Context: an optimization exercise on an open-source flow, tuned for small area. The choices shown serve that exercise and are no tape-out recipe.
No run shown here included a check of the RTL's function; only the layout flow was run.
No activity file was given, so power comes from the tool's default toggle rates.

## flow/config.mk

```make
export PLATFORM = sky130hd
export DESIGN_NAME = CPU
export DESIGN_NICKNAME = CPU
export VERILOG_FILES = /design/flow/design.v
export SDC_FILE = /design/flow/constraint.sdc
export NUM_CORES = 4
export LEC_CHECK = 0
export CAP_MARGIN = 20
export CELL_PAD_IN_SITES_DETAIL_PLACEMENT = 1
export CELL_PAD_IN_SITES_GLOBAL_PLACEMENT = 2
export CORE_MARGIN = 2
export CORE_UTILIZATION = 55
export GPL_ROUTABILITY_DRIVEN = 1
export PLACE_DENSITY = 0.65
export SETUP_SLACK_MARGIN = 0
export SLEW_MARGIN = 20
export SYNTH_HIERARCHICAL = 1
```

## flow/constraint.sdc

```tcl
create_clock -name core_clock -period 12.0 [get_ports {CLK}]
set_input_delay 2.4000 -clock core_clock [delete_from_list [all_inputs] [get_ports {CLK}]]
set_output_delay 2.4000 -clock core_clock [all_outputs]
set_load 0.01 [all_outputs]
```

## flow/design.v

```verilog
`default_nettype none
`timescale 1ns / 1ps
module rf_nor2(
    input wire A,
    input wire B,
    output wire Y
    );
assign Y = ~(A | B);
endmodule
module rf_a21oi(
    input wire A1,
    input wire A2,
    input wire B1,
    output wire Y
    );
assign Y = ~((A1 & A2) | B1);
endmodule
module rf_rcell(
    input wire S1, D1,
    input wire S2, D2,
    input wire S3, D3,
    output wire Y
    );
assign Y = ~((S1 & D1) | (S2 & D2) | (S3 & D3));
endmodule
module rf_rcomb(
    input wire [10:0] G,
    output wire Y
    );
assign Y = ~&G;
endmodule
module rf_rbit(
    input wire [31:1] S,
    input wire [31:1] D,
    output wire Y
    );
wire [10:0] g;
genvar k;
generate
	for (k = 0; k < 10; k = k + 1) begin : grp
		rf_rcell c(.S1(S[3*k+1]), .D1(D[3*k+1]), .S2(S[3*k+2]), .D2(D[3*k+2]),
		           .S3(S[3*k+3]), .D3(D[3*k+3]), .Y(g[k]));
	end
endgenerate
assign g[10] = ~(S[31] & D[31]);
rf_rcomb m(.G(g), .Y(Y));
endmodule
`default_nettype none
`timescale 1ns / 1ps
module ALU(
    input wire [31:0] A,
    input wire [31:0] B,
    input wire [2:0] ALU_OP,
	input wire RST,
    output wire [31:0] F,
    output wire ZF,
    output wire OF
    );
wire is_add = (ALU_OP == 3'd4);
wire is_sub = (ALU_OP == 3'd5);
wire is_slt = (ALU_OP == 3'd6);
wire is_sll = (ALU_OP == 3'd7);
wire inv = is_sub | is_slt;                          
wire kg = ~RST & ~ALU_OP[2] & (ALU_OP[1:0] != 2'd2);  
wire kx = ~RST & (~ALU_OP[2] ? (ALU_OP[1:0] != 2'd0) : (is_add | is_sub));
wire kn = ~RST & (ALU_OP == 3'd3);
wire kc = ~RST & (is_add | is_sub);
wire kgn = ~kg;
wire kxn = ~kx;
wire knn = ~kn;
wire kcn = ~kc;
wire big = |A[31:6];
wire sh_ok = ~RST & is_sll & ~big;                    
wire enn = ~(sh_ok & ~A[5]);                          
wire [4:0] s = A[4:0];
wire [4:0] sn = ~A[4:0];
wire [32:0] c;       
wire [32:0] cn;      
wire [31:0] y, x, xn, gn, m, mn, t, tn, fpn, fa;
assign c[0] = inv;
alu_xor2   u_y0(.A(A[0]), .B(B[0]), .X(y[0]));
alu_xor2   u_x0(.A(y[0]), .B(inv), .X(x[0]));
alu_mux2i  u_c0(.S(x[0]), .A1(c[0]), .A0(A[0]), .Y(cn[1]));
alu_a32oi  u_m0(.A1(kg), .A2(A[0]), .A3(B[0]), .B1(kx), .B2(x[0]), .Y(mn[0]));
alu_nand2  u_k0(.A(kc), .B(c[0]), .Y(tn[0]));
alu_nand2  u_t0(.A(knn), .B(tn[0]), .Y(t[0]));
alu_xor2   u_f0(.A(mn[0]), .B(t[0]), .X(fpn[0]));
alu_xor2   u_y1(.A(A[1]), .B(B[1]), .X(y[1]));
alu_xnor2  u_x1(.A(y[1]), .B(inv), .Y(xn[1]));
alu_nand2  u_g1(.A(A[1]), .B(xn[1]), .Y(gn[1]));
alu_o21ai  u_c1(.A1(xn[1]), .A2(cn[1]), .B1(gn[1]), .Y(c[2]));
alu_o22ai  u_m1(.A1(kgn), .A2(gn[1]), .B1(kxn), .B2(xn[1]), .Y(m[1]));
alu_o21ai  u_t1(.A1(kcn), .A2(cn[1]), .B1(knn), .Y(t[1]));
alu_xnor2  u_f1(.A(m[1]), .B(t[1]), .Y(fpn[1]));
alu_xor2   u_y2(.A(A[2]), .B(B[2]), .X(y[2]));
alu_xor2   u_x2(.A(y[2]), .B(inv), .X(x[2]));
alu_mux2i  u_c2(.S(x[2]), .A1(c[2]), .A0(A[2]), .Y(cn[3]));
alu_a32oi  u_m2(.A1(kg), .A2(A[2]), .A3(B[2]), .B1(kx), .B2(x[2]), .Y(mn[2]));
alu_nand2  u_k2(.A(kc), .B(c[2]), .Y(tn[2]));
alu_nand2  u_t2(.A(knn), .B(tn[2]), .Y(t[2]));
alu_xor2   u_f2(.A(mn[2]), .B(t[2]), .X(fpn[2]));
alu_xor2   u_y3(.A(A[3]), .B(B[3]), .X(y[3]));
alu_xnor2  u_x3(.A(y[3]), .B(inv), .Y(xn[3]));
alu_nand2  u_g3(.A(A[3]), .B(xn[3]), .Y(gn[3]));
alu_o21ai  u_c3(.A1(xn[3]), .A2(cn[3]), .B1(gn[3]), .Y(c[4]));
alu_o22ai  u_m3(.A1(kgn), .A2(gn[3]), .B1(kxn), .B2(xn[3]), .Y(m[3]));
alu_o21ai  u_t3(.A1(kcn), .A2(cn[3]), .B1(knn), .Y(t[3]));
alu_xnor2  u_f3(.A(m[3]), .B(t[3]), .Y(fpn[3]));
alu_xor2   u_y4(.A(A[4]), .B(B[4]), .X(y[4]));
alu_xor2   u_x4(.A(y[4]), .B(inv), .X(x[4]));
alu_mux2i  u_c4(.S(x[4]), .A1(c[4]), .A0(A[4]), .Y(cn[5]));
alu_a32oi  u_m4(.A1(kg), .A2(A[4]), .A3(B[4]), .B1(kx), .B2(x[4]), .Y(mn[4]));
alu_nand2  u_k4(.A(kc), .B(c[4]), .Y(tn[4]));
alu_nand2  u_t4(.A(knn), .B(tn[4]), .Y(t[4]));
alu_xor2   u_f4(.A(mn[4]), .B(t[4]), .X(fpn[4]));
alu_xor2   u_y5(.A(A[5]), .B(B[5]), .X(y[5]));
alu_xnor2  u_x5(.A(y[5]), .B(inv), .Y(xn[5]));
alu_nand2  u_g5(.A(A[5]), .B(xn[5]), .Y(gn[5]));
alu_o21ai  u_c5(.A1(xn[5]), .A2(cn[5]), .B1(gn[5]), .Y(c[6]));
alu_o22ai  u_m5(.A1(kgn), .A2(gn[5]), .B1(kxn), .B2(xn[5]), .Y(m[5]));
alu_o21ai  u_t5(.A1(kcn), .A2(cn[5]), .B1(knn), .Y(t[5]));
alu_xnor2  u_f5(.A(m[5]), .B(t[5]), .Y(fpn[5]));
alu_xor2   u_y6(.A(A[6]), .B(B[6]), .X(y[6]));
alu_xor2   u_x6(.A(y[6]), .B(inv), .X(x[6]));
alu_mux2i  u_c6(.S(x[6]), .A1(c[6]), .A0(A[6]), .Y(cn[7]));
alu_a32oi  u_m6(.A1(kg), .A2(A[6]), .A3(B[6]), .B1(kx), .B2(x[6]), .Y(mn[6]));
alu_nand2  u_k6(.A(kc), .B(c[6]), .Y(tn[6]));
alu_nand2  u_t6(.A(knn), .B(tn[6]), .Y(t[6]));
alu_xor2   u_f6(.A(mn[6]), .B(t[6]), .X(fpn[6]));
alu_xor2   u_y7(.A(A[7]), .B(B[7]), .X(y[7]));
alu_xnor2  u_x7(.A(y[7]), .B(inv), .Y(xn[7]));
alu_nand2  u_g7(.A(A[7]), .B(xn[7]), .Y(gn[7]));
alu_o21ai  u_c7(.A1(xn[7]), .A2(cn[7]), .B1(gn[7]), .Y(c[8]));
alu_o22ai  u_m7(.A1(kgn), .A2(gn[7]), .B1(kxn), .B2(xn[7]), .Y(m[7]));
alu_o21ai  u_t7(.A1(kcn), .A2(cn[7]), .B1(knn), .Y(t[7]));
alu_xnor2  u_f7(.A(m[7]), .B(t[7]), .Y(fpn[7]));
alu_xor2   u_y8(.A(A[8]), .B(B[8]), .X(y[8]));
alu_xor2   u_x8(.A(y[8]), .B(inv), .X(x[8]));
alu_mux2i  u_c8(.S(x[8]), .A1(c[8]), .A0(A[8]), .Y(cn[9]));
alu_a32oi  u_m8(.A1(kg), .A2(A[8]), .A3(B[8]), .B1(kx), .B2(x[8]), .Y(mn[8]));
alu_nand2  u_k8(.A(kc), .B(c[8]), .Y(tn[8]));
alu_nand2  u_t8(.A(knn), .B(tn[8]), .Y(t[8]));
alu_xor2   u_f8(.A(mn[8]), .B(t[8]), .X(fpn[8]));
alu_xor2   u_y9(.A(A[9]), .B(B[9]), .X(y[9]));
alu_xnor2  u_x9(.A(y[9]), .B(inv), .Y(xn[9]));
alu_nand2  u_g9(.A(A[9]), .B(xn[9]), .Y(gn[9]));
alu_o21ai  u_c9(.A1(xn[9]), .A2(cn[9]), .B1(gn[9]), .Y(c[10]));
alu_o22ai  u_m9(.A1(kgn), .A2(gn[9]), .B1(kxn), .B2(xn[9]), .Y(m[9]));
alu_o21ai  u_t9(.A1(kcn), .A2(cn[9]), .B1(knn), .Y(t[9]));
alu_xnor2  u_f9(.A(m[9]), .B(t[9]), .Y(fpn[9]));
alu_xor2   u_y10(.A(A[10]), .B(B[10]), .X(y[10]));
alu_xor2   u_x10(.A(y[10]), .B(inv), .X(x[10]));
alu_mux2i  u_c10(.S(x[10]), .A1(c[10]), .A0(A[10]), .Y(cn[11]));
alu_a32oi  u_m10(.A1(kg), .A2(A[10]), .A3(B[10]), .B1(kx), .B2(x[10]), .Y(mn[10]));
alu_nand2  u_k10(.A(kc), .B(c[10]), .Y(tn[10]));
alu_nand2  u_t10(.A(knn), .B(tn[10]), .Y(t[10]));
alu_xor2   u_f10(.A(mn[10]), .B(t[10]), .X(fpn[10]));
alu_xor2   u_y11(.A(A[11]), .B(B[11]), .X(y[11]));
alu_xnor2  u_x11(.A(y[11]), .B(inv), .Y(xn[11]));
alu_nand2  u_g11(.A(A[11]), .B(xn[11]), .Y(gn[11]));
alu_o21ai  u_c11(.A1(xn[11]), .A2(cn[11]), .B1(gn[11]), .Y(c[12]));
alu_o22ai  u_m11(.A1(kgn), .A2(gn[11]), .B1(kxn), .B2(xn[11]), .Y(m[11]));
alu_o21ai  u_t11(.A1(kcn), .A2(cn[11]), .B1(knn), .Y(t[11]));
alu_xnor2  u_f11(.A(m[11]), .B(t[11]), .Y(fpn[11]));
alu_xor2   u_y12(.A(A[12]), .B(B[12]), .X(y[12]));
alu_xor2   u_x12(.A(y[12]), .B(inv), .X(x[12]));
alu_mux2i  u_c12(.S(x[12]), .A1(c[12]), .A0(A[12]), .Y(cn[13]));
alu_a32oi  u_m12(.A1(kg), .A2(A[12]), .A3(B[12]), .B1(kx), .B2(x[12]), .Y(mn[12]));
alu_nand2  u_k12(.A(kc), .B(c[12]), .Y(tn[12]));
alu_nand2  u_t12(.A(knn), .B(tn[12]), .Y(t[12]));
alu_xor2   u_f12(.A(mn[12]), .B(t[12]), .X(fpn[12]));
alu_xor2   u_y13(.A(A[13]), .B(B[13]), .X(y[13]));
alu_xnor2  u_x13(.A(y[13]), .B(inv), .Y(xn[13]));
alu_nand2  u_g13(.A(A[13]), .B(xn[13]), .Y(gn[13]));
alu_o21ai  u_c13(.A1(xn[13]), .A2(cn[13]), .B1(gn[13]), .Y(c[14]));
alu_o22ai  u_m13(.A1(kgn), .A2(gn[13]), .B1(kxn), .B2(xn[13]), .Y(m[13]));
alu_o21ai  u_t13(.A1(kcn), .A2(cn[13]), .B1(knn), .Y(t[13]));
alu_xnor2  u_f13(.A(m[13]), .B(t[13]), .Y(fpn[13]));
alu_xor2   u_y14(.A(A[14]), .B(B[14]), .X(y[14]));
alu_xor2   u_x14(.A(y[14]), .B(inv), .X(x[14]));
alu_mux2i  u_c14(.S(x[14]), .A1(c[14]), .A0(A[14]), .Y(cn[15]));
alu_a32oi  u_m14(.A1(kg), .A2(A[14]), .A3(B[14]), .B1(kx), .B2(x[14]), .Y(mn[14]));
alu_nand2  u_k14(.A(kc), .B(c[14]), .Y(tn[14]));
alu_nand2  u_t14(.A(knn), .B(tn[14]), .Y(t[14]));
alu_xor2   u_f14(.A(mn[14]), .B(t[14]), .X(fpn[14]));
alu_xor2   u_y15(.A(A[15]), .B(B[15]), .X(y[15]));
alu_xnor2  u_x15(.A(y[15]), .B(inv), .Y(xn[15]));
alu_nand2  u_g15(.A(A[15]), .B(xn[15]), .Y(gn[15]));
alu_o21ai  u_c15(.A1(xn[15]), .A2(cn[15]), .B1(gn[15]), .Y(c[16]));
alu_o22ai  u_m15(.A1(kgn), .A2(gn[15]), .B1(kxn), .B2(xn[15]), .Y(m[15]));
alu_o21ai  u_t15(.A1(kcn), .A2(cn[15]), .B1(knn), .Y(t[15]));
alu_xnor2  u_f15(.A(m[15]), .B(t[15]), .Y(fpn[15]));
alu_xor2   u_y16(.A(A[16]), .B(B[16]), .X(y[16]));
alu_xor2   u_x16(.A(y[16]), .B(inv), .X(x[16]));
alu_mux2i  u_c16(.S(x[16]), .A1(c[16]), .A0(A[16]), .Y(cn[17]));
alu_a32oi  u_m16(.A1(kg), .A2(A[16]), .A3(B[16]), .B1(kx), .B2(x[16]), .Y(mn[16]));
alu_nand2  u_k16(.A(kc), .B(c[16]), .Y(tn[16]));
alu_nand2  u_t16(.A(knn), .B(tn[16]), .Y(t[16]));
alu_xor2   u_f16(.A(mn[16]), .B(t[16]), .X(fpn[16]));
alu_xor2   u_y17(.A(A[17]), .B(B[17]), .X(y[17]));
alu_xnor2  u_x17(.A(y[17]), .B(inv), .Y(xn[17]));
alu_nand2  u_g17(.A(A[17]), .B(xn[17]), .Y(gn[17]));
alu_o21ai  u_c17(.A1(xn[17]), .A2(cn[17]), .B1(gn[17]), .Y(c[18]));
alu_o22ai  u_m17(.A1(kgn), .A2(gn[17]), .B1(kxn), .B2(xn[17]), .Y(m[17]));
alu_o21ai  u_t17(.A1(kcn), .A2(cn[17]), .B1(knn), .Y(t[17]));
alu_xnor2  u_f17(.A(m[17]), .B(t[17]), .Y(fpn[17]));
alu_xor2   u_y18(.A(A[18]), .B(B[18]), .X(y[18]));
alu_xor2   u_x18(.A(y[18]), .B(inv), .X(x[18]));
alu_mux2i  u_c18(.S(x[18]), .A1(c[18]), .A0(A[18]), .Y(cn[19]));
alu_a32oi  u_m18(.A1(kg), .A2(A[18]), .A3(B[18]), .B1(kx), .B2(x[18]), .Y(mn[18]));
alu_nand2  u_k18(.A(kc), .B(c[18]), .Y(tn[18]));
alu_nand2  u_t18(.A(knn), .B(tn[18]), .Y(t[18]));
alu_xor2   u_f18(.A(mn[18]), .B(t[18]), .X(fpn[18]));
alu_xor2   u_y19(.A(A[19]), .B(B[19]), .X(y[19]));
alu_xnor2  u_x19(.A(y[19]), .B(inv), .Y(xn[19]));
alu_nand2  u_g19(.A(A[19]), .B(xn[19]), .Y(gn[19]));
alu_o21ai  u_c19(.A1(xn[19]), .A2(cn[19]), .B1(gn[19]), .Y(c[20]));
alu_o22ai  u_m19(.A1(kgn), .A2(gn[19]), .B1(kxn), .B2(xn[19]), .Y(m[19]));
alu_o21ai  u_t19(.A1(kcn), .A2(cn[19]), .B1(knn), .Y(t[19]));
alu_xnor2  u_f19(.A(m[19]), .B(t[19]), .Y(fpn[19]));
alu_xor2   u_y20(.A(A[20]), .B(B[20]), .X(y[20]));
alu_xor2   u_x20(.A(y[20]), .B(inv), .X(x[20]));
alu_mux2i  u_c20(.S(x[20]), .A1(c[20]), .A0(A[20]), .Y(cn[21]));
alu_a32oi  u_m20(.A1(kg), .A2(A[20]), .A3(B[20]), .B1(kx), .B2(x[20]), .Y(mn[20]));
alu_nand2  u_k20(.A(kc), .B(c[20]), .Y(tn[20]));
alu_nand2  u_t20(.A(knn), .B(tn[20]), .Y(t[20]));
alu_xor2   u_f20(.A(mn[20]), .B(t[20]), .X(fpn[20]));
alu_xor2   u_y21(.A(A[21]), .B(B[21]), .X(y[21]));
alu_xnor2  u_x21(.A(y[21]), .B(inv), .Y(xn[21]));
alu_nand2  u_g21(.A(A[21]), .B(xn[21]), .Y(gn[21]));
alu_o21ai  u_c21(.A1(xn[21]), .A2(cn[21]), .B1(gn[21]), .Y(c[22]));
alu_o22ai  u_m21(.A1(kgn), .A2(gn[21]), .B1(kxn), .B2(xn[21]), .Y(m[21]));
alu_o21ai  u_t21(.A1(kcn), .A2(cn[21]), .B1(knn), .Y(t[21]));
alu_xnor2  u_f21(.A(m[21]), .B(t[21]), .Y(fpn[21]));
alu_xor2   u_y22(.A(A[22]), .B(B[22]), .X(y[22]));
alu_xor2   u_x22(.A(y[22]), .B(inv), .X(x[22]));
alu_mux2i  u_c22(.S(x[22]), .A1(c[22]), .A0(A[22]), .Y(cn[23]));
alu_a32oi  u_m22(.A1(kg), .A2(A[22]), .A3(B[22]), .B1(kx), .B2(x[22]), .Y(mn[22]));
alu_nand2  u_k22(.A(kc), .B(c[22]), .Y(tn[22]));
alu_nand2  u_t22(.A(knn), .B(tn[22]), .Y(t[22]));
alu_xor2   u_f22(.A(mn[22]), .B(t[22]), .X(fpn[22]));
alu_xor2   u_y23(.A(A[23]), .B(B[23]), .X(y[23]));
alu_xnor2  u_x23(.A(y[23]), .B(inv), .Y(xn[23]));
alu_nand2  u_g23(.A(A[23]), .B(xn[23]), .Y(gn[23]));
alu_o21ai  u_c23(.A1(xn[23]), .A2(cn[23]), .B1(gn[23]), .Y(c[24]));
alu_o22ai  u_m23(.A1(kgn), .A2(gn[23]), .B1(kxn), .B2(xn[23]), .Y(m[23]));
alu_o21ai  u_t23(.A1(kcn), .A2(cn[23]), .B1(knn), .Y(t[23]));
alu_xnor2  u_f23(.A(m[23]), .B(t[23]), .Y(fpn[23]));
alu_xor2   u_y24(.A(A[24]), .B(B[24]), .X(y[24]));
alu_xor2   u_x24(.A(y[24]), .B(inv), .X(x[24]));
alu_mux2i  u_c24(.S(x[24]), .A1(c[24]), .A0(A[24]), .Y(cn[25]));
alu_a32oi  u_m24(.A1(kg), .A2(A[24]), .A3(B[24]), .B1(kx), .B2(x[24]), .Y(mn[24]));
alu_nand2  u_k24(.A(kc), .B(c[24]), .Y(tn[24]));
alu_nand2  u_t24(.A(knn), .B(tn[24]), .Y(t[24]));
alu_xor2   u_f24(.A(mn[24]), .B(t[24]), .X(fpn[24]));
alu_xor2   u_y25(.A(A[25]), .B(B[25]), .X(y[25]));
alu_xnor2  u_x25(.A(y[25]), .B(inv), .Y(xn[25]));
alu_nand2  u_g25(.A(A[25]), .B(xn[25]), .Y(gn[25]));
alu_o21ai  u_c25(.A1(xn[25]), .A2(cn[25]), .B1(gn[25]), .Y(c[26]));
alu_o22ai  u_m25(.A1(kgn), .A2(gn[25]), .B1(kxn), .B2(xn[25]), .Y(m[25]));
alu_o21ai  u_t25(.A1(kcn), .A2(cn[25]), .B1(knn), .Y(t[25]));
alu_xnor2  u_f25(.A(m[25]), .B(t[25]), .Y(fpn[25]));
alu_xor2   u_y26(.A(A[26]), .B(B[26]), .X(y[26]));
alu_xor2   u_x26(.A(y[26]), .B(inv), .X(x[26]));
alu_mux2i  u_c26(.S(x[26]), .A1(c[26]), .A0(A[26]), .Y(cn[27]));
alu_a32oi  u_m26(.A1(kg), .A2(A[26]), .A3(B[26]), .B1(kx), .B2(x[26]), .Y(mn[26]));
alu_nand2  u_k26(.A(kc), .B(c[26]), .Y(tn[26]));
alu_nand2  u_t26(.A(knn), .B(tn[26]), .Y(t[26]));
alu_xor2   u_f26(.A(mn[26]), .B(t[26]), .X(fpn[26]));
alu_xor2   u_y27(.A(A[27]), .B(B[27]), .X(y[27]));
alu_xnor2  u_x27(.A(y[27]), .B(inv), .Y(xn[27]));
alu_nand2  u_g27(.A(A[27]), .B(xn[27]), .Y(gn[27]));
alu_o21ai  u_c27(.A1(xn[27]), .A2(cn[27]), .B1(gn[27]), .Y(c[28]));
alu_o22ai  u_m27(.A1(kgn), .A2(gn[27]), .B1(kxn), .B2(xn[27]), .Y(m[27]));
alu_o21ai  u_t27(.A1(kcn), .A2(cn[27]), .B1(knn), .Y(t[27]));
alu_xnor2  u_f27(.A(m[27]), .B(t[27]), .Y(fpn[27]));
alu_xor2   u_y28(.A(A[28]), .B(B[28]), .X(y[28]));
alu_xor2   u_x28(.A(y[28]), .B(inv), .X(x[28]));
alu_mux2i  u_c28(.S(x[28]), .A1(c[28]), .A0(A[28]), .Y(cn[29]));
alu_a32oi  u_m28(.A1(kg), .A2(A[28]), .A3(B[28]), .B1(kx), .B2(x[28]), .Y(mn[28]));
alu_nand2  u_k28(.A(kc), .B(c[28]), .Y(tn[28]));
alu_nand2  u_t28(.A(knn), .B(tn[28]), .Y(t[28]));
alu_xor2   u_f28(.A(mn[28]), .B(t[28]), .X(fpn[28]));
alu_xor2   u_y29(.A(A[29]), .B(B[29]), .X(y[29]));
alu_xnor2  u_x29(.A(y[29]), .B(inv), .Y(xn[29]));
alu_nand2  u_g29(.A(A[29]), .B(xn[29]), .Y(gn[29]));
alu_o21ai  u_c29(.A1(xn[29]), .A2(cn[29]), .B1(gn[29]), .Y(c[30]));
alu_o22ai  u_m29(.A1(kgn), .A2(gn[29]), .B1(kxn), .B2(xn[29]), .Y(m[29]));
alu_o21ai  u_t29(.A1(kcn), .A2(cn[29]), .B1(knn), .Y(t[29]));
alu_xnor2  u_f29(.A(m[29]), .B(t[29]), .Y(fpn[29]));
alu_xor2   u_y30(.A(A[30]), .B(B[30]), .X(y[30]));
alu_xor2   u_x30(.A(y[30]), .B(inv), .X(x[30]));
alu_mux2i  u_c30(.S(x[30]), .A1(c[30]), .A0(A[30]), .Y(cn[31]));
alu_a32oi  u_m30(.A1(kg), .A2(A[30]), .A3(B[30]), .B1(kx), .B2(x[30]), .Y(mn[30]));
alu_nand2  u_k30(.A(kc), .B(c[30]), .Y(tn[30]));
alu_nand2  u_t30(.A(knn), .B(tn[30]), .Y(t[30]));
alu_xor2   u_f30(.A(mn[30]), .B(t[30]), .X(fpn[30]));
alu_xor2   u_y31(.A(A[31]), .B(B[31]), .X(y[31]));
alu_xnor2  u_x31(.A(y[31]), .B(inv), .Y(xn[31]));
alu_nand2  u_g31(.A(A[31]), .B(xn[31]), .Y(gn[31]));
alu_o21ai  u_c31(.A1(xn[31]), .A2(cn[31]), .B1(gn[31]), .Y(c[32]));
alu_o22ai  u_m31(.A1(kgn), .A2(gn[31]), .B1(kxn), .B2(xn[31]), .Y(m[31]));
alu_o21ai  u_t31(.A1(kcn), .A2(cn[31]), .B1(knn), .Y(t[31]));
alu_xnor2  u_f31(.A(m[31]), .B(t[31]), .Y(fpn[31]));
wire [32:0] v1;
alu_nand2  u_s0_0(.A(sn[0]), .B(B[0]), .Y(v1[0]));
alu_o22ai  u_s0_1(.A1(s[0]), .A2(B[1]), .B1(sn[0]), .B2(B[0]), .Y(v1[1]));
alu_o22ai  u_s0_2(.A1(s[0]), .A2(B[2]), .B1(sn[0]), .B2(B[1]), .Y(v1[2]));
alu_o22ai  u_s0_3(.A1(s[0]), .A2(B[3]), .B1(sn[0]), .B2(B[2]), .Y(v1[3]));
alu_o22ai  u_s0_4(.A1(s[0]), .A2(B[4]), .B1(sn[0]), .B2(B[3]), .Y(v1[4]));
alu_o22ai  u_s0_5(.A1(s[0]), .A2(B[5]), .B1(sn[0]), .B2(B[4]), .Y(v1[5]));
alu_o22ai  u_s0_6(.A1(s[0]), .A2(B[6]), .B1(sn[0]), .B2(B[5]), .Y(v1[6]));
alu_o22ai  u_s0_7(.A1(s[0]), .A2(B[7]), .B1(sn[0]), .B2(B[6]), .Y(v1[7]));
alu_o22ai  u_s0_8(.A1(s[0]), .A2(B[8]), .B1(sn[0]), .B2(B[7]), .Y(v1[8]));
alu_o22ai  u_s0_9(.A1(s[0]), .A2(B[9]), .B1(sn[0]), .B2(B[8]), .Y(v1[9]));
alu_o22ai  u_s0_10(.A1(s[0]), .A2(B[10]), .B1(sn[0]), .B2(B[9]), .Y(v1[10]));
alu_o22ai  u_s0_11(.A1(s[0]), .A2(B[11]), .B1(sn[0]), .B2(B[10]), .Y(v1[11]));
alu_o22ai  u_s0_12(.A1(s[0]), .A2(B[12]), .B1(sn[0]), .B2(B[11]), .Y(v1[12]));
alu_o22ai  u_s0_13(.A1(s[0]), .A2(B[13]), .B1(sn[0]), .B2(B[12]), .Y(v1[13]));
alu_o22ai  u_s0_14(.A1(s[0]), .A2(B[14]), .B1(sn[0]), .B2(B[13]), .Y(v1[14]));
alu_o22ai  u_s0_15(.A1(s[0]), .A2(B[15]), .B1(sn[0]), .B2(B[14]), .Y(v1[15]));
alu_o22ai  u_s0_16(.A1(s[0]), .A2(B[16]), .B1(sn[0]), .B2(B[15]), .Y(v1[16]));
alu_o22ai  u_s0_17(.A1(s[0]), .A2(B[17]), .B1(sn[0]), .B2(B[16]), .Y(v1[17]));
alu_o22ai  u_s0_18(.A1(s[0]), .A2(B[18]), .B1(sn[0]), .B2(B[17]), .Y(v1[18]));
alu_o22ai  u_s0_19(.A1(s[0]), .A2(B[19]), .B1(sn[0]), .B2(B[18]), .Y(v1[19]));
alu_o22ai  u_s0_20(.A1(s[0]), .A2(B[20]), .B1(sn[0]), .B2(B[19]), .Y(v1[20]));
alu_o22ai  u_s0_21(.A1(s[0]), .A2(B[21]), .B1(sn[0]), .B2(B[20]), .Y(v1[21]));
alu_o22ai  u_s0_22(.A1(s[0]), .A2(B[22]), .B1(sn[0]), .B2(B[21]), .Y(v1[22]));
alu_o22ai  u_s0_23(.A1(s[0]), .A2(B[23]), .B1(sn[0]), .B2(B[22]), .Y(v1[23]));
alu_o22ai  u_s0_24(.A1(s[0]), .A2(B[24]), .B1(sn[0]), .B2(B[23]), .Y(v1[24]));
alu_o22ai  u_s0_25(.A1(s[0]), .A2(B[25]), .B1(sn[0]), .B2(B[24]), .Y(v1[25]));
alu_o22ai  u_s0_26(.A1(s[0]), .A2(B[26]), .B1(sn[0]), .B2(B[25]), .Y(v1[26]));
alu_o22ai  u_s0_27(.A1(s[0]), .A2(B[27]), .B1(sn[0]), .B2(B[26]), .Y(v1[27]));
alu_o22ai  u_s0_28(.A1(s[0]), .A2(B[28]), .B1(sn[0]), .B2(B[27]), .Y(v1[28]));
alu_o22ai  u_s0_29(.A1(s[0]), .A2(B[29]), .B1(sn[0]), .B2(B[28]), .Y(v1[29]));
alu_o22ai  u_s0_30(.A1(s[0]), .A2(B[30]), .B1(sn[0]), .B2(B[29]), .Y(v1[30]));
alu_o22ai  u_s0_31(.A1(s[0]), .A2(B[31]), .B1(sn[0]), .B2(B[30]), .Y(v1[31]));
alu_nand2  u_s0_32(.A(s[0]), .B(B[31]), .Y(v1[32]));
wire [32:0] v2;
alu_nor2   u_s1_0(.A(s[1]), .B(v1[0]), .Y(v2[0]));
alu_nor2   u_s1_1(.A(s[1]), .B(v1[1]), .Y(v2[1]));
alu_o22ai  u_s1_2(.A1(s[1]), .A2(v1[2]), .B1(sn[1]), .B2(v1[0]), .Y(v2[2]));
alu_o22ai  u_s1_3(.A1(s[1]), .A2(v1[3]), .B1(sn[1]), .B2(v1[1]), .Y(v2[3]));
alu_o22ai  u_s1_4(.A1(s[1]), .A2(v1[4]), .B1(sn[1]), .B2(v1[2]), .Y(v2[4]));
alu_o22ai  u_s1_5(.A1(s[1]), .A2(v1[5]), .B1(sn[1]), .B2(v1[3]), .Y(v2[5]));
alu_o22ai  u_s1_6(.A1(s[1]), .A2(v1[6]), .B1(sn[1]), .B2(v1[4]), .Y(v2[6]));
alu_o22ai  u_s1_7(.A1(s[1]), .A2(v1[7]), .B1(sn[1]), .B2(v1[5]), .Y(v2[7]));
alu_o22ai  u_s1_8(.A1(s[1]), .A2(v1[8]), .B1(sn[1]), .B2(v1[6]), .Y(v2[8]));
alu_o22ai  u_s1_9(.A1(s[1]), .A2(v1[9]), .B1(sn[1]), .B2(v1[7]), .Y(v2[9]));
alu_o22ai  u_s1_10(.A1(s[1]), .A2(v1[10]), .B1(sn[1]), .B2(v1[8]), .Y(v2[10]));
alu_o22ai  u_s1_11(.A1(s[1]), .A2(v1[11]), .B1(sn[1]), .B2(v1[9]), .Y(v2[11]));
alu_o22ai  u_s1_12(.A1(s[1]), .A2(v1[12]), .B1(sn[1]), .B2(v1[10]), .Y(v2[12]));
alu_o22ai  u_s1_13(.A1(s[1]), .A2(v1[13]), .B1(sn[1]), .B2(v1[11]), .Y(v2[13]));
alu_o22ai  u_s1_14(.A1(s[1]), .A2(v1[14]), .B1(sn[1]), .B2(v1[12]), .Y(v2[14]));
alu_o22ai  u_s1_15(.A1(s[1]), .A2(v1[15]), .B1(sn[1]), .B2(v1[13]), .Y(v2[15]));
alu_o22ai  u_s1_16(.A1(s[1]), .A2(v1[16]), .B1(sn[1]), .B2(v1[14]), .Y(v2[16]));
alu_o22ai  u_s1_17(.A1(s[1]), .A2(v1[17]), .B1(sn[1]), .B2(v1[15]), .Y(v2[17]));
alu_o22ai  u_s1_18(.A1(s[1]), .A2(v1[18]), .B1(sn[1]), .B2(v1[16]), .Y(v2[18]));
alu_o22ai  u_s1_19(.A1(s[1]), .A2(v1[19]), .B1(sn[1]), .B2(v1[17]), .Y(v2[19]));
alu_o22ai  u_s1_20(.A1(s[1]), .A2(v1[20]), .B1(sn[1]), .B2(v1[18]), .Y(v2[20]));
alu_o22ai  u_s1_21(.A1(s[1]), .A2(v1[21]), .B1(sn[1]), .B2(v1[19]), .Y(v2[21]));
alu_o22ai  u_s1_22(.A1(s[1]), .A2(v1[22]), .B1(sn[1]), .B2(v1[20]), .Y(v2[22]));
alu_o22ai  u_s1_23(.A1(s[1]), .A2(v1[23]), .B1(sn[1]), .B2(v1[21]), .Y(v2[23]));
alu_o22ai  u_s1_24(.A1(s[1]), .A2(v1[24]), .B1(sn[1]), .B2(v1[22]), .Y(v2[24]));
alu_o22ai  u_s1_25(.A1(s[1]), .A2(v1[25]), .B1(sn[1]), .B2(v1[23]), .Y(v2[25]));
alu_o22ai  u_s1_26(.A1(s[1]), .A2(v1[26]), .B1(sn[1]), .B2(v1[24]), .Y(v2[26]));
alu_o22ai  u_s1_27(.A1(s[1]), .A2(v1[27]), .B1(sn[1]), .B2(v1[25]), .Y(v2[27]));
alu_o22ai  u_s1_28(.A1(s[1]), .A2(v1[28]), .B1(sn[1]), .B2(v1[26]), .Y(v2[28]));
alu_o22ai  u_s1_29(.A1(s[1]), .A2(v1[29]), .B1(sn[1]), .B2(v1[27]), .Y(v2[29]));
alu_o22ai  u_s1_30(.A1(s[1]), .A2(v1[30]), .B1(sn[1]), .B2(v1[28]), .Y(v2[30]));
alu_o22ai  u_s1_31(.A1(s[1]), .A2(v1[31]), .B1(sn[1]), .B2(v1[29]), .Y(v2[31]));
alu_o22ai  u_s1_32(.A1(s[1]), .A2(v1[32]), .B1(sn[1]), .B2(v1[30]), .Y(v2[32]));
wire [32:0] v3;
alu_nand2  u_s2_0(.A(sn[2]), .B(v2[0]), .Y(v3[0]));
alu_nand2  u_s2_1(.A(sn[2]), .B(v2[1]), .Y(v3[1]));
alu_nand2  u_s2_2(.A(sn[2]), .B(v2[2]), .Y(v3[2]));
alu_nand2  u_s2_3(.A(sn[2]), .B(v2[3]), .Y(v3[3]));
alu_o22ai  u_s2_4(.A1(s[2]), .A2(v2[4]), .B1(sn[2]), .B2(v2[0]), .Y(v3[4]));
alu_o22ai  u_s2_5(.A1(s[2]), .A2(v2[5]), .B1(sn[2]), .B2(v2[1]), .Y(v3[5]));
alu_o22ai  u_s2_6(.A1(s[2]), .A2(v2[6]), .B1(sn[2]), .B2(v2[2]), .Y(v3[6]));
alu_o22ai  u_s2_7(.A1(s[2]), .A2(v2[7]), .B1(sn[2]), .B2(v2[3]), .Y(v3[7]));
alu_o22ai  u_s2_8(.A1(s[2]), .A2(v2[8]), .B1(sn[2]), .B2(v2[4]), .Y(v3[8]));
alu_o22ai  u_s2_9(.A1(s[2]), .A2(v2[9]), .B1(sn[2]), .B2(v2[5]), .Y(v3[9]));
alu_o22ai  u_s2_10(.A1(s[2]), .A2(v2[10]), .B1(sn[2]), .B2(v2[6]), .Y(v3[10]));
alu_o22ai  u_s2_11(.A1(s[2]), .A2(v2[11]), .B1(sn[2]), .B2(v2[7]), .Y(v3[11]));
alu_o22ai  u_s2_12(.A1(s[2]), .A2(v2[12]), .B1(sn[2]), .B2(v2[8]), .Y(v3[12]));
alu_o22ai  u_s2_13(.A1(s[2]), .A2(v2[13]), .B1(sn[2]), .B2(v2[9]), .Y(v3[13]));
alu_o22ai  u_s2_14(.A1(s[2]), .A2(v2[14]), .B1(sn[2]), .B2(v2[10]), .Y(v3[14]));
alu_o22ai  u_s2_15(.A1(s[2]), .A2(v2[15]), .B1(sn[2]), .B2(v2[11]), .Y(v3[15]));
alu_o22ai  u_s2_16(.A1(s[2]), .A2(v2[16]), .B1(sn[2]), .B2(v2[12]), .Y(v3[16]));
alu_o22ai  u_s2_17(.A1(s[2]), .A2(v2[17]), .B1(sn[2]), .B2(v2[13]), .Y(v3[17]));
alu_o22ai  u_s2_18(.A1(s[2]), .A2(v2[18]), .B1(sn[2]), .B2(v2[14]), .Y(v3[18]));
alu_o22ai  u_s2_19(.A1(s[2]), .A2(v2[19]), .B1(sn[2]), .B2(v2[15]), .Y(v3[19]));
alu_o22ai  u_s2_20(.A1(s[2]), .A2(v2[20]), .B1(sn[2]), .B2(v2[16]), .Y(v3[20]));
alu_o22ai  u_s2_21(.A1(s[2]), .A2(v2[21]), .B1(sn[2]), .B2(v2[17]), .Y(v3[21]));
alu_o22ai  u_s2_22(.A1(s[2]), .A2(v2[22]), .B1(sn[2]), .B2(v2[18]), .Y(v3[22]));
alu_o22ai  u_s2_23(.A1(s[2]), .A2(v2[23]), .B1(sn[2]), .B2(v2[19]), .Y(v3[23]));
alu_o22ai  u_s2_24(.A1(s[2]), .A2(v2[24]), .B1(sn[2]), .B2(v2[20]), .Y(v3[24]));
alu_o22ai  u_s2_25(.A1(s[2]), .A2(v2[25]), .B1(sn[2]), .B2(v2[21]), .Y(v3[25]));
alu_o22ai  u_s2_26(.A1(s[2]), .A2(v2[26]), .B1(sn[2]), .B2(v2[22]), .Y(v3[26]));
alu_o22ai  u_s2_27(.A1(s[2]), .A2(v2[27]), .B1(sn[2]), .B2(v2[23]), .Y(v3[27]));
alu_o22ai  u_s2_28(.A1(s[2]), .A2(v2[28]), .B1(sn[2]), .B2(v2[24]), .Y(v3[28]));
alu_o22ai  u_s2_29(.A1(s[2]), .A2(v2[29]), .B1(sn[2]), .B2(v2[25]), .Y(v3[29]));
alu_o22ai  u_s2_30(.A1(s[2]), .A2(v2[30]), .B1(sn[2]), .B2(v2[26]), .Y(v3[30]));
alu_o22ai  u_s2_31(.A1(s[2]), .A2(v2[31]), .B1(sn[2]), .B2(v2[27]), .Y(v3[31]));
alu_o22ai  u_s2_32(.A1(s[2]), .A2(v2[32]), .B1(sn[2]), .B2(v2[28]), .Y(v3[32]));
wire [32:0] v4;
alu_nor2   u_s3_0(.A(s[3]), .B(v3[0]), .Y(v4[0]));
alu_nor2   u_s3_1(.A(s[3]), .B(v3[1]), .Y(v4[1]));
alu_nor2   u_s3_2(.A(s[3]), .B(v3[2]), .Y(v4[2]));
alu_nor2   u_s3_3(.A(s[3]), .B(v3[3]), .Y(v4[3]));
alu_nor2   u_s3_4(.A(s[3]), .B(v3[4]), .Y(v4[4]));
alu_nor2   u_s3_5(.A(s[3]), .B(v3[5]), .Y(v4[5]));
alu_nor2   u_s3_6(.A(s[3]), .B(v3[6]), .Y(v4[6]));
alu_nor2   u_s3_7(.A(s[3]), .B(v3[7]), .Y(v4[7]));
alu_o22ai  u_s3_8(.A1(s[3]), .A2(v3[8]), .B1(sn[3]), .B2(v3[0]), .Y(v4[8]));
alu_o22ai  u_s3_9(.A1(s[3]), .A2(v3[9]), .B1(sn[3]), .B2(v3[1]), .Y(v4[9]));
alu_o22ai  u_s3_10(.A1(s[3]), .A2(v3[10]), .B1(sn[3]), .B2(v3[2]), .Y(v4[10]));
alu_o22ai  u_s3_11(.A1(s[3]), .A2(v3[11]), .B1(sn[3]), .B2(v3[3]), .Y(v4[11]));
alu_o22ai  u_s3_12(.A1(s[3]), .A2(v3[12]), .B1(sn[3]), .B2(v3[4]), .Y(v4[12]));
alu_o22ai  u_s3_13(.A1(s[3]), .A2(v3[13]), .B1(sn[3]), .B2(v3[5]), .Y(v4[13]));
alu_o22ai  u_s3_14(.A1(s[3]), .A2(v3[14]), .B1(sn[3]), .B2(v3[6]), .Y(v4[14]));
alu_o22ai  u_s3_15(.A1(s[3]), .A2(v3[15]), .B1(sn[3]), .B2(v3[7]), .Y(v4[15]));
alu_o22ai  u_s3_16(.A1(s[3]), .A2(v3[16]), .B1(sn[3]), .B2(v3[8]), .Y(v4[16]));
alu_o22ai  u_s3_17(.A1(s[3]), .A2(v3[17]), .B1(sn[3]), .B2(v3[9]), .Y(v4[17]));
alu_o22ai  u_s3_18(.A1(s[3]), .A2(v3[18]), .B1(sn[3]), .B2(v3[10]), .Y(v4[18]));
alu_o22ai  u_s3_19(.A1(s[3]), .A2(v3[19]), .B1(sn[3]), .B2(v3[11]), .Y(v4[19]));
alu_o22ai  u_s3_20(.A1(s[3]), .A2(v3[20]), .B1(sn[3]), .B2(v3[12]), .Y(v4[20]));
alu_o22ai  u_s3_21(.A1(s[3]), .A2(v3[21]), .B1(sn[3]), .B2(v3[13]), .Y(v4[21]));
alu_o22ai  u_s3_22(.A1(s[3]), .A2(v3[22]), .B1(sn[3]), .B2(v3[14]), .Y(v4[22]));
alu_o22ai  u_s3_23(.A1(s[3]), .A2(v3[23]), .B1(sn[3]), .B2(v3[15]), .Y(v4[23]));
alu_o22ai  u_s3_24(.A1(s[3]), .A2(v3[24]), .B1(sn[3]), .B2(v3[16]), .Y(v4[24]));
alu_o22ai  u_s3_25(.A1(s[3]), .A2(v3[25]), .B1(sn[3]), .B2(v3[17]), .Y(v4[25]));
alu_o22ai  u_s3_26(.A1(s[3]), .A2(v3[26]), .B1(sn[3]), .B2(v3[18]), .Y(v4[26]));
alu_o22ai  u_s3_27(.A1(s[3]), .A2(v3[27]), .B1(sn[3]), .B2(v3[19]), .Y(v4[27]));
alu_o22ai  u_s3_28(.A1(s[3]), .A2(v3[28]), .B1(sn[3]), .B2(v3[20]), .Y(v4[28]));
alu_o22ai  u_s3_29(.A1(s[3]), .A2(v3[29]), .B1(sn[3]), .B2(v3[21]), .Y(v4[29]));
alu_o22ai  u_s3_30(.A1(s[3]), .A2(v3[30]), .B1(sn[3]), .B2(v3[22]), .Y(v4[30]));
alu_o22ai  u_s3_31(.A1(s[3]), .A2(v3[31]), .B1(sn[3]), .B2(v3[23]), .Y(v4[31]));
alu_o22ai  u_s3_32(.A1(s[3]), .A2(v3[32]), .B1(sn[3]), .B2(v3[24]), .Y(v4[32]));
wire [32:0] v5;
alu_nand2  u_s4_0(.A(sn[4]), .B(v4[0]), .Y(v5[0]));
alu_nand2  u_s4_1(.A(sn[4]), .B(v4[1]), .Y(v5[1]));
alu_nand2  u_s4_2(.A(sn[4]), .B(v4[2]), .Y(v5[2]));
alu_nand2  u_s4_3(.A(sn[4]), .B(v4[3]), .Y(v5[3]));
alu_nand2  u_s4_4(.A(sn[4]), .B(v4[4]), .Y(v5[4]));
alu_nand2  u_s4_5(.A(sn[4]), .B(v4[5]), .Y(v5[5]));
alu_nand2  u_s4_6(.A(sn[4]), .B(v4[6]), .Y(v5[6]));
alu_nand2  u_s4_7(.A(sn[4]), .B(v4[7]), .Y(v5[7]));
alu_nand2  u_s4_8(.A(sn[4]), .B(v4[8]), .Y(v5[8]));
alu_nand2  u_s4_9(.A(sn[4]), .B(v4[9]), .Y(v5[9]));
alu_nand2  u_s4_10(.A(sn[4]), .B(v4[10]), .Y(v5[10]));
alu_nand2  u_s4_11(.A(sn[4]), .B(v4[11]), .Y(v5[11]));
alu_nand2  u_s4_12(.A(sn[4]), .B(v4[12]), .Y(v5[12]));
alu_nand2  u_s4_13(.A(sn[4]), .B(v4[13]), .Y(v5[13]));
alu_nand2  u_s4_14(.A(sn[4]), .B(v4[14]), .Y(v5[14]));
alu_nand2  u_s4_15(.A(sn[4]), .B(v4[15]), .Y(v5[15]));
alu_o22ai  u_s4_16(.A1(s[4]), .A2(v4[16]), .B1(sn[4]), .B2(v4[0]), .Y(v5[16]));
alu_o22ai  u_s4_17(.A1(s[4]), .A2(v4[17]), .B1(sn[4]), .B2(v4[1]), .Y(v5[17]));
alu_o22ai  u_s4_18(.A1(s[4]), .A2(v4[18]), .B1(sn[4]), .B2(v4[2]), .Y(v5[18]));
alu_o22ai  u_s4_19(.A1(s[4]), .A2(v4[19]), .B1(sn[4]), .B2(v4[3]), .Y(v5[19]));
alu_o22ai  u_s4_20(.A1(s[4]), .A2(v4[20]), .B1(sn[4]), .B2(v4[4]), .Y(v5[20]));
alu_o22ai  u_s4_21(.A1(s[4]), .A2(v4[21]), .B1(sn[4]), .B2(v4[5]), .Y(v5[21]));
alu_o22ai  u_s4_22(.A1(s[4]), .A2(v4[22]), .B1(sn[4]), .B2(v4[6]), .Y(v5[22]));
alu_o22ai  u_s4_23(.A1(s[4]), .A2(v4[23]), .B1(sn[4]), .B2(v4[7]), .Y(v5[23]));
alu_o22ai  u_s4_24(.A1(s[4]), .A2(v4[24]), .B1(sn[4]), .B2(v4[8]), .Y(v5[24]));
alu_o22ai  u_s4_25(.A1(s[4]), .A2(v4[25]), .B1(sn[4]), .B2(v4[9]), .Y(v5[25]));
alu_o22ai  u_s4_26(.A1(s[4]), .A2(v4[26]), .B1(sn[4]), .B2(v4[10]), .Y(v5[26]));
alu_o22ai  u_s4_27(.A1(s[4]), .A2(v4[27]), .B1(sn[4]), .B2(v4[11]), .Y(v5[27]));
alu_o22ai  u_s4_28(.A1(s[4]), .A2(v4[28]), .B1(sn[4]), .B2(v4[12]), .Y(v5[28]));
alu_o22ai  u_s4_29(.A1(s[4]), .A2(v4[29]), .B1(sn[4]), .B2(v4[13]), .Y(v5[29]));
alu_o22ai  u_s4_30(.A1(s[4]), .A2(v4[30]), .B1(sn[4]), .B2(v4[14]), .Y(v5[30]));
alu_o22ai  u_s4_31(.A1(s[4]), .A2(v4[31]), .B1(sn[4]), .B2(v4[15]), .Y(v5[31]));
alu_o22ai  u_s4_32(.A1(s[4]), .A2(v4[32]), .B1(sn[4]), .B2(v4[16]), .Y(v5[32]));
wire [32:0] shn = {v5[32], v5[31], v5[30], v5[29], v5[28], v5[27], v5[26], v5[25], v5[24], v5[23], v5[22], v5[21], v5[20], v5[19], v5[18], v5[17], v5[16], v5[15], v5[14], v5[13], v5[12], v5[11], v5[10], v5[9], v5[8], v5[7], v5[6], v5[5], v5[4], v5[3], v5[2], v5[1], v5[0]};
genvar i;
generate
	for (i = 1; i < 32; i = i + 1) begin : fo
		alu_o21ai u_o(.A1(enn), .A2(shn[i]), .B1(fpn[i]), .Y(fa[i]));
	end
endgenerate
wire slt_bit = ~RST & is_slt & ~c[32];
assign fa[0] = ~fpn[0] | (~enn & ~shn[0]) | slt_bit;
assign F = fa;
wire a_is_32 = A[5] & (A[4:0] == 5'd0);
assign OF = (~RST & is_add & c[32]) | (~RST & is_sub & ~c[32]) |
            (sh_ok & (A[5] ? (a_is_32 & B[0]) : ~shn[32]));
assign ZF = ~RST & (fa == 32'd0);
endmodule
module alu_xor2(input wire A, input wire B, output wire X);
assign X = A ^ B;
endmodule
module alu_xnor2(input wire A, input wire B, output wire Y);
assign Y = ~(A ^ B);
endmodule
module alu_nand2(input wire A, input wire B, output wire Y);
assign Y = ~(A & B);
endmodule
module alu_nor2(input wire A, input wire B, output wire Y);
assign Y = ~(A | B);
endmodule
module alu_mux2i(input wire S, input wire A0, input wire A1, output wire Y);
assign Y = ~(S ? A1 : A0);
endmodule
module alu_o21ai(input wire A1, input wire A2, input wire B1, output wire Y);
assign Y = ~((A1 | A2) & B1);
endmodule
module alu_o22ai(input wire A1, input wire A2, input wire B1, input wire B2, output wire Y);
assign Y = ~((A1 | A2) & (B1 | B2));
endmodule
module alu_a32oi(input wire A1, input wire A2, input wire A3, input wire B1, input wire B2, output wire Y);
assign Y = ~((A1 & A2 & A3) | (B1 & B2));
endmodule
`default_nettype none
`timescale 1ns / 1ps
module opt(
    input wire [5:0] OP,
    input wire [5:0] func,
    output reg WE,
    output reg [2:0] ALU_OP
    );
always @* begin
	ALU_OP = 3'b000;
	if (!OP) begin
		WE = 1;
		case (func)
			6'b100000: ALU_OP = 3'b100;
			6'b100010: ALU_OP = 3'b101;
			6'b100100: ALU_OP = 3'b000;
			6'b100101: ALU_OP = 3'b001;
			6'b100110: ALU_OP = 3'b010;
			6'b100111: ALU_OP = 3'b011;
			6'b101011: ALU_OP = 3'b110;
			6'b000100: ALU_OP = 3'b111;
		endcase
	end else begin
		WE = 0;
	end
end
endmodule
`default_nettype none
`timescale 1ns / 1ps
module CPU(
    input wire CLK,
    input wire RST,
	output wire [31:0]ALU_OUT,
	output wire ALU_OF,
	output wire ALU_ZF,
	output wire [31:0] dbg_inst,
	output wire [31:0] dbg_a,
    output wire [31:0] dbg_b,
	output wire [2:0] dbg_op,
	output wire reg_write_enable,
	output wire [31:0]alu_output,
	output wire [5:0] inst_addr,
	input wire [31:0] inst_data
    );
reg [5:0] pc;
always @(posedge CLK or posedge RST)
	if (RST) pc <= 6'd0;
	else pc <= pc + 6'd1;
reg [31:0] inst_code;
always @(posedge CLK or posedge RST)
	if (RST) inst_code <= 32'd0;
	else inst_code <= inst_data;
assign inst_addr = pc;
assign dbg_inst = inst_code;
wire [5:0] op = inst_code[31:26];
wire [4:0] rs = inst_code[25:21];
wire [4:0] rt = inst_code[20:16];
wire [4:0] rd = inst_code[15:11];
wire [5:0] func = inst_code[5:0];
wire [2:0] alu_op;
wire we;
opt o(.OP(op), .func(func), .ALU_OP(alu_op), .WE(we));
reg [31:1] valid;
wire [31:1] wsel;
wire [31:1] sel_a;
wire [31:1] sel_b;
wire [31:0] f = ALU_OUT;    
wire [31:0] rdata [1:31];
genvar g, b;
generate
	for (g = 1; g < 32; g = g + 1) begin : row
		reg [31:0] q;
		wire [31:0] d;
		assign wsel[g] = we && (rd == g);
		assign sel_a[g] = valid[g] && (rs == g);
		assign sel_b[g] = valid[g] && (rt == g);
		assign d = ({32{wsel[g]}} & f) | ({32{~wsel[g]}} & q);
		always @(posedge CLK) q <= d;
		assign rdata[g] = q;
		always @(posedge CLK or posedge RST)
			if (RST) valid[g] <= 1'b0;
			else if (wsel[g]) valid[g] <= 1'b1;
	end
	for (b = 0; b < 32; b = b + 1) begin : rbit
		wire [31:1] col;
		for (g = 1; g < 32; g = g + 1) begin : c
			assign col[g] = rdata[g][b];
		end
		rf_rbit pa(.S(sel_a), .D(col), .Y(dbg_a[b]));
		rf_rbit pb(.S(sel_b), .D(col), .Y(dbg_b[b]));
	end
endgenerate
ALU a(
	.ALU_OP(alu_op),
	.A(dbg_a),
	.B(dbg_b),
	.RST(RST),
	.F(ALU_OUT),
	.ZF(ALU_ZF),
	.OF(ALU_OF)
);
assign alu_output = ALU_OUT;
assign dbg_op = alu_op;
assign reg_write_enable = we;
endmodule
```

## flow/run.sh

```bash
#!/bin/bash
# synth_recipe.tcl (not shown) runs the flow's synth.tcl, then flattens the netlist and writes it again
# the make line also repeats each setting of config.mk as NAME=value (left out here)
make -C /OpenROAD-flow-scripts/flow DESIGN_CONFIG=/design/flow/config.mk WORK_HOME=/design/flow/orfs CLKGATE_MAP_FILE= SYNTH_SCRIPT=/design/flow/synth_recipe.tcl finish
```

==> results of run 1 <==
Yosys stat by module, one instance, submodules excluded, a selection:
module | cells | flops+latches | area, um^2 | copies in the design
CPU | 1277 | 1061 | 32900 | 1
ALU | 48 | 0 | 317 | 1
rf_rcomb | 4 | 0 | 23.8 | 64
alu_mux2i | 1 | 0 | 10.0 | 16
alu_xor2 | 1 | 0 | 8.76 | 64
alu_xnor2 | 1 | 0 | 8.76 | 32
alu_o21ai | 1 | 0 | 5.00 | 63
alu_nand2 | 1 | 0 | 3.75 | 70
metrics by stage:
step           setup slack, ps  area [um^2]  util [%]  setup TNS, ps  instances
4_1_cts                   -196        55700      70.3           -351       4695
2_1_floorplan              656        44200         -              0       2725
3_5_place_dp              -701        50100      63.2          -1280       4266
3_3_place_gp              -373        50100      63.2           -373       4266
repair_timing:
item                                    4_1_cts
gates resized for setup                     115
endpoints found under the setup margin       17
cloned                                        0
pin swaps                                    75
setup buffers                               238
power by group through the flow:
stage               clock network [W]  registers, W  logic [W]
floorplan                           0       0.00409  0.0000446
global placement                    0       0.00409   0.000122
detailed placement                  0       0.00409   0.000125
CTS                           0.00337       0.00401   0.000149
worst max path at each step:
stage | startpoint | endpoint | depth (start not counted)
after detailed placement | inst_code[22] | ALU_ZF | 48
after floorplan | inst_code[2] | ALU_ZF | 44
after CTS | inst_code[20] | ALU_ZF | 48
after global placement | inst_code[22] | ALU_ZF | 48
logic make-up after synthesis:
logic type / share of synthesized area (%)
buf+inv: 0.669
compound gates: 17.9
flops: 71.4
simple gates: 7.71
xor+xnor: 2.00
fa+ha+maj: 0.0283
mux: 0.363
synth_stat cells, types with 2 or more instances:
library cell / number
a21oi_1: 2
a222oi_1: 640
a32oi_1: 16
and2_1: 5
and3_1: 66
and3b_2: 2
buf_2: 2
buf_4: 32
clkbuf_1: 2
dfrtp_1: 69
edfxtp_1: 992
inv_1: 10
mux2i_1: 16
nand2_1: 140
nand2b_1: 5
nand3_1: 70
nand4_1: 133
nand4b_1: 5
nand4bb_1: 3
nor2_1: 43
nor2_2: 3
nor2b_1: 11
nor3_1: 10
nor3b_1: 4
nor4_1: 12
nor4_2: 3
o21ai_0: 2
o21ai_1: 63
o22ai_1: 149
or2_1: 29
or2_2: 2
or2b_1: 2
or3_1: 64
xnor2_1: 36
xor2_1: 65
per-layer routing:
| metal | GRT overflow | track usage (%) |
|---|---|---|
| met1 | 27 | 83.8 |
| met4 | 94 | 74.8 |
| met5 | 3 | 56.7 |
| met3 | 34 | 76.6 |
| met2 | 102 | 93.4 |
==> summary.md, run 1 <==
| Metric | Value |
|---|---|
| Post-synth top flop | edfxtp_1 |
| Err | [ERROR GRT-0232] Routing congestion too high. Check the congestion heatmap in the GUI. |
| Gr ovfl total | 260 |
| Async SR Flop Fraction | 6.50% |
| Root buf cell | clkbuf_16 |
| Final Wtd Congestion | 0.970 |
| Sequential share of the synthesized area | a little under three quarters |
| Total CTS buffers | roughly 110 |
| Post-Synthesis Cells | 2725 |
| Synth top area cells | edfxtp_1, a222oi_1, dfrtp_1, o22ai_1, nand4_1 |
| Number of distinct library cells after synthesis | 52 |
| DPL Wire Length | approximately 130000 um |
| Top-area cell type share of the netlist area | roughly two thirds |
| Post-Syn Area | approximately 0.044 mm^2 |
| DIE WIDTH | roughly 290 um |
| Number of synthesized register bits | about 1100 |
| Syn Nets | approximately 2800 |
| Worst_ep grt | ALU_ZF |
| Ys Warns | 8 |
| Die Y | about 290 um |
| Initial antenna violation count | 62 |
| Post-synth top area cell | edfxtp_1 |
| Row cnt | about 100 |
| Status | aborted with a tool error |
| GRT Util Overall | approximately 83% |
| H-tree Lvls | 3 |
| Clk buf depth | 3 |
| EDFF count, synth | 992 |
| Last step reached | global routing (5_1_grt) |
| Worst EP kind | output port |
| Port bufs | approximately 200 |
| Post-synthesis average cell area | roughly 16 um^2 |
| Clock sink count | between 1000 and 1500 |
| Largest net degree at the start of global routing | 70 |
| Hold-fix buffers, CTS | 0 |
| Num ports | 206 |
| Starting density of the core | a little under three fifths |
==> run 2: changes to the inputs <==
--- a/flow/config.mk
+++ b/flow/config.mk
@@ -9,9 +9,9 @@
 export CELL_PAD_IN_SITES_DETAIL_PLACEMENT = 1
 export CELL_PAD_IN_SITES_GLOBAL_PLACEMENT = 2
 export CORE_MARGIN = 2
-export CORE_UTILIZATION = 55
+export CORE_UTILIZATION = 40
 export GPL_ROUTABILITY_DRIVEN = 1
-export PLACE_DENSITY = 0.65
+export PLACE_DENSITY = 0.55
 export SETUP_SLACK_MARGIN = 0
 export SLEW_MARGIN = 20
 export SYNTH_HIERARCHICAL = 1
==> run 2 against run 1 <==
Synthesized cell count unchanged. The layout now fails its checks (setup timing). Area after synthesis unchanged.
==> summary.md, run 2 <==
| Metric | Value |
|---|---|
| Post-Syn Area | 0.0442 mm^2 (unchanged) |
| Commonest non-fill, non-tap cell in the layout | edfxtp_1 |
| Clk_skew | 19.3 ps |
| Worst slew pin tran | between 1000 and 1500 ps |
| Clk buf depth | 3 (unchanged) |
| Combinational group share of total power | 1.9% |
| Final WL | ~210000 um |
| Hold_ws | 477 ps |
| Worst path slowest cell | or3_4 |
| SO Viols | setup timing |
| Hold-fix buffers, CTS | 0 (unchanged) |
| Antenna Nets Post-Route | 0 |
| Worst setup margin | -656 ps |
| Power Density | ~140 mW/mm^2 |
| Worst Hold Depth | 1 |
| Min Tclk post-route | 12660 ps |
| EDFF count, synth | 992 (unchanged) |
| RR Startpoint | inst_code[22] |
| Async SR Flop Fraction | 6.50% (unchanged) |
| Leak | ~20 nW |
| Int Power | a little over 0.006 W |
| WP buf/inv | 25 |
| Min-delay src | pc[5] |
| DPL Wire Length | 130000 um (+1.6%) |
| Nets | between 3000 and 4000 |
| Most frequent cells in the layout | edfxtp_1, a222oi_1, buf_4 |
| RSZ-0062 raised after global routing | true |
| Detailed Route Iter0 Violations | between 8000 and 9000 |
| Clk slew on worst S/H paths | approximately 60 ps |
| Vias per cell | about 7.3 |
| Status | complete, but fails checks |
| Post-synth top flop | edfxtp_1 |
| Tcrit/Tclk final | 105% |
| VDD IR max | around 0.00011 V |
| CTS tree | built |
| Floorplan Core Area | around 0.11 mm^2 |
| Hold Path Class | flip-flop to flip-flop |
| Num ports | 206 (unchanged) |
| H-tree Lvls | 3 (unchanged) |
| WL per Instance | about 42 um |
| Final Wtd Congestion | 0.963 (-0.80%) |
| GRT Util Overall | between 30% and 40% |
| WHS Endpoint | pc[5] |
| Sequential share of the synthesized area | 71.4% (unchanged) |
| Final setup vio count | 7 |
| Power share of the clock group | 46.8% |
| Post-synth top area cell | edfxtp_1 |
| Ratio of cells with drive above 1 in the final layout | around a quarter |
| Vias in the first global route | 36500 |
| Critical Path Start Type | flip-flop |
| Required @ worst endpoint | ~9600 ps |
| Fillers | about 10000 |
| Slowest stage delay, CP | 510 ps |
| Via count | ~37000 |
| Switching Share | roughly a fifth |
| DIE WIDTH | 336 um (+17%) |
| Die Y | 336 um (+17%) |
| Post-synthesis average cell area | 16.2 um^2 (unchanged) |
| Top-area cell type share of the netlist area | 67.4% (unchanged) |
| Syn Nets | 2760 (unchanged) |
| Cell Area, Placed | 0.0503 mm^2 (+0.50%) |
| Reg2Reg Depth | 47 |
| Crit end category | primary output |
| DRC viols | 0 |
| FF-to-FF setup slack | 2430 ps |
| Count of final max-slew check failures | 0 |
| Router iterations before antenna repair | 11 |
| Max_slew headroom | 28.2% |
| Post-Synthesis Cells | 2725 (unchanged) |
| Ys Warns | 8 (unchanged) |
| Most common cell in the netlist | edfxtp_1 |
| Crit-path max FO | 7 |
| Fin area | between 0.05 and 0.06 mm^2 |
| Sequential share of power | just over 50% |
| Max_cap viols | 0 |
| WP data arrival | between 10000 and 15000 ps |
| Largest net degree at the start of global routing | 65 |
| Synth top area cells | edfxtp_1, a222oi_1, dfrtp_1, o22ai_1, nand4_1 |
| Port bufs | 205 (unchanged) |
| Clk latency of the worst-skew pair | 740 ps |
| Total CTS buffers | 114 (+8.6%) |
| Top delay family on crit path | buffers and inverters |
| Clock sink count | 1061 (unchanged) |
| Post-Route Setup TNS | -2960 ps |
| Switching power | around 0.0016 W |
| DIE AREA | between 0.1 and 0.15 mm^2 |
| First-pass GRT wire length | 288000 um |
| Layout Area Growth over Synthesis | 27.1% |
| Root buf cell | clkbuf_16 |
| Kind of critical path | flip-flop to primary output |
| Initial antenna violation count | 15 |
| F_max | approximately 80 MHz |
| Core Util, Final | 51.4% |
| Number of distinct library cells after synthesis | 52 (unchanged) |
| CP dominant cell by count | buf_4 |
| Number of synthesized register bits | 1061 (unchanged) |
| Gr ovfl total | 0 |
| Row cnt | 121 (+17%) |
| Starting density of the core | 40.5% (-15 points) |
| Final Hold Viols | 0 |
| Post-synth top cells | edfxtp_1, a222oi_1, o22ai_1 |
==> run 2: cell counts after synthesis <==
No cell type changed its count.
==> run 2: per-stage QoR <==
stage	instances	total power, W	setup slack, ps
global route	5017	0.00799	-1120
floorplan	2725	0.00413	656
CTS	4966	0.00784	-257
finish	5020	0.00781	-656
detailed placement	4647	0.00421	-366
global placement	4647	0.00421	-85.7
==> run 2: kinds of logic (layout without fill, tap and decap cells) <==
kind of cell    count (synthesis)  in the layout  share of synthesized area (%)
flops                        1061           1061                           71.4
simple gates                  619            619                           7.71
xor+xnor                      101            101                           2.00
buf+inv                        46            862                          0.669
other cells                     0              3                              0
fa+ha+maj                       1              1                         0.0283
mux                            16             16                          0.363
compound gates                881            881                           17.9
==> run 2: area by class of cell <==
class,instances,area (um^2),area share (%)
Sequential cell,1061,31500,56.2
Multi-Input combinational cell,1618,13200,23.4
Clock inverter,76,822,1.46
Tap cell,1476,1850,3.29
Inverter,10,38.8,0.0691
Antenna cell,3,7.51,0.0134
Timing Repair Buffer,640,5690,10.1
Clock buffer,136,3050,5.43
==> run 2: power groups by stage <==
stage,combinational [W],sequential [W],clock [W]
floorplan,0.0000446,0.00409,0
global placement,0.000122,0.00409,0
CTS,0.000134,0.00401,0.00369
detailed placement,0.000124,0.00409,0
finish,0.000147,0.00401,0.00365
global route,0.000152,0.00401,0.00383
==> run 2: how the worst max path moves through the flow <==
stage                     endpoint          start  slack (ps)  depth (start not counted)
after floorplan             ALU_ZF   inst_code[2]         660                         44
after global placement      ALU_ZF  inst_code[22]         -90                         48
after detailed placement    ALU_ZF  inst_code[22]        -370                         47
after CTS                   ALU_ZF  inst_code[18]        -260                         47
after global routing        ALU_ZF  inst_code[25]       -1120                         49
final                       ALU_ZF  inst_code[22]        -660                         53
==> run 2: Yosys stat by module (local to each module, per instance), excerpt <==
| module | flip-flops and latches | times used | area [um^2] |
|---|---|---|---|
| rf_rcell | 0 | 640 | 10.0 |
| CPU | 1061 | 1 | 32900 |
| alu_o22ai | 0 | 149 | 6.26 |
| alu_nand2 | 0 | 70 | 3.75 |
| alu_nor2 | 0 | 10 | 3.75 |
| rf_rcomb | 0 | 64 | 23.8 |
| alu_o21ai | 0 | 63 | 5.00 |
| opt | 0 | 1 | 133 |
| alu_mux2i | 0 | 16 | 10.0 |
| ALU | 0 | 1 | 317 |
| alu_a32oi | 0 | 16 | 8.76 |
==> run 2: timing repair <==
item	CTS	global route
pin swaps	32	67
endpoints found under the hold margin	0	0
buffers inserted	107	46
resized for setup	36	179
setup endpoints to repair	14	26
gates cloned	0	5
==> run 2: layer usage <==
metal / vias up / global-route usage (%) / routed length [um]
met5: - / 0 / 64
met4: 10 / 18.4 / 12600
met3: 536 / 9.35 / 25200
met2: 2861 / 56.0 / 95300
met1: 19000 / 47.6 / 78800
li1: 14300 / - / -

afterwards: timing with drivers on the ports:
The flow's constraints put no driver on any port. The routed layout listed below was extracted and timed again, unchanged, in two steps. Step 1 assumes that a clkbuf_16 drives the clock port and a buf_2 every other input. Step 2 moves the port delays by t, midway between the first and last clock arrival at a register: inputs arrive t later, outputs are due t later. That takes back most of the time a late clock gives input paths. Three values: no drivers, after step 1, after step 2; two values: the first two.
run: run 2
shift t [ns]: 0.802
setup WS [ns]: -0.656 / -0.729 / 0.074
clock arrival spread, ns: 0.019 / 0.019
pins driven straight from the clock port: 1
For run 2, drivers alone change the setup slack by -0.073 ns; drivers and shift together by +0.730 ns.
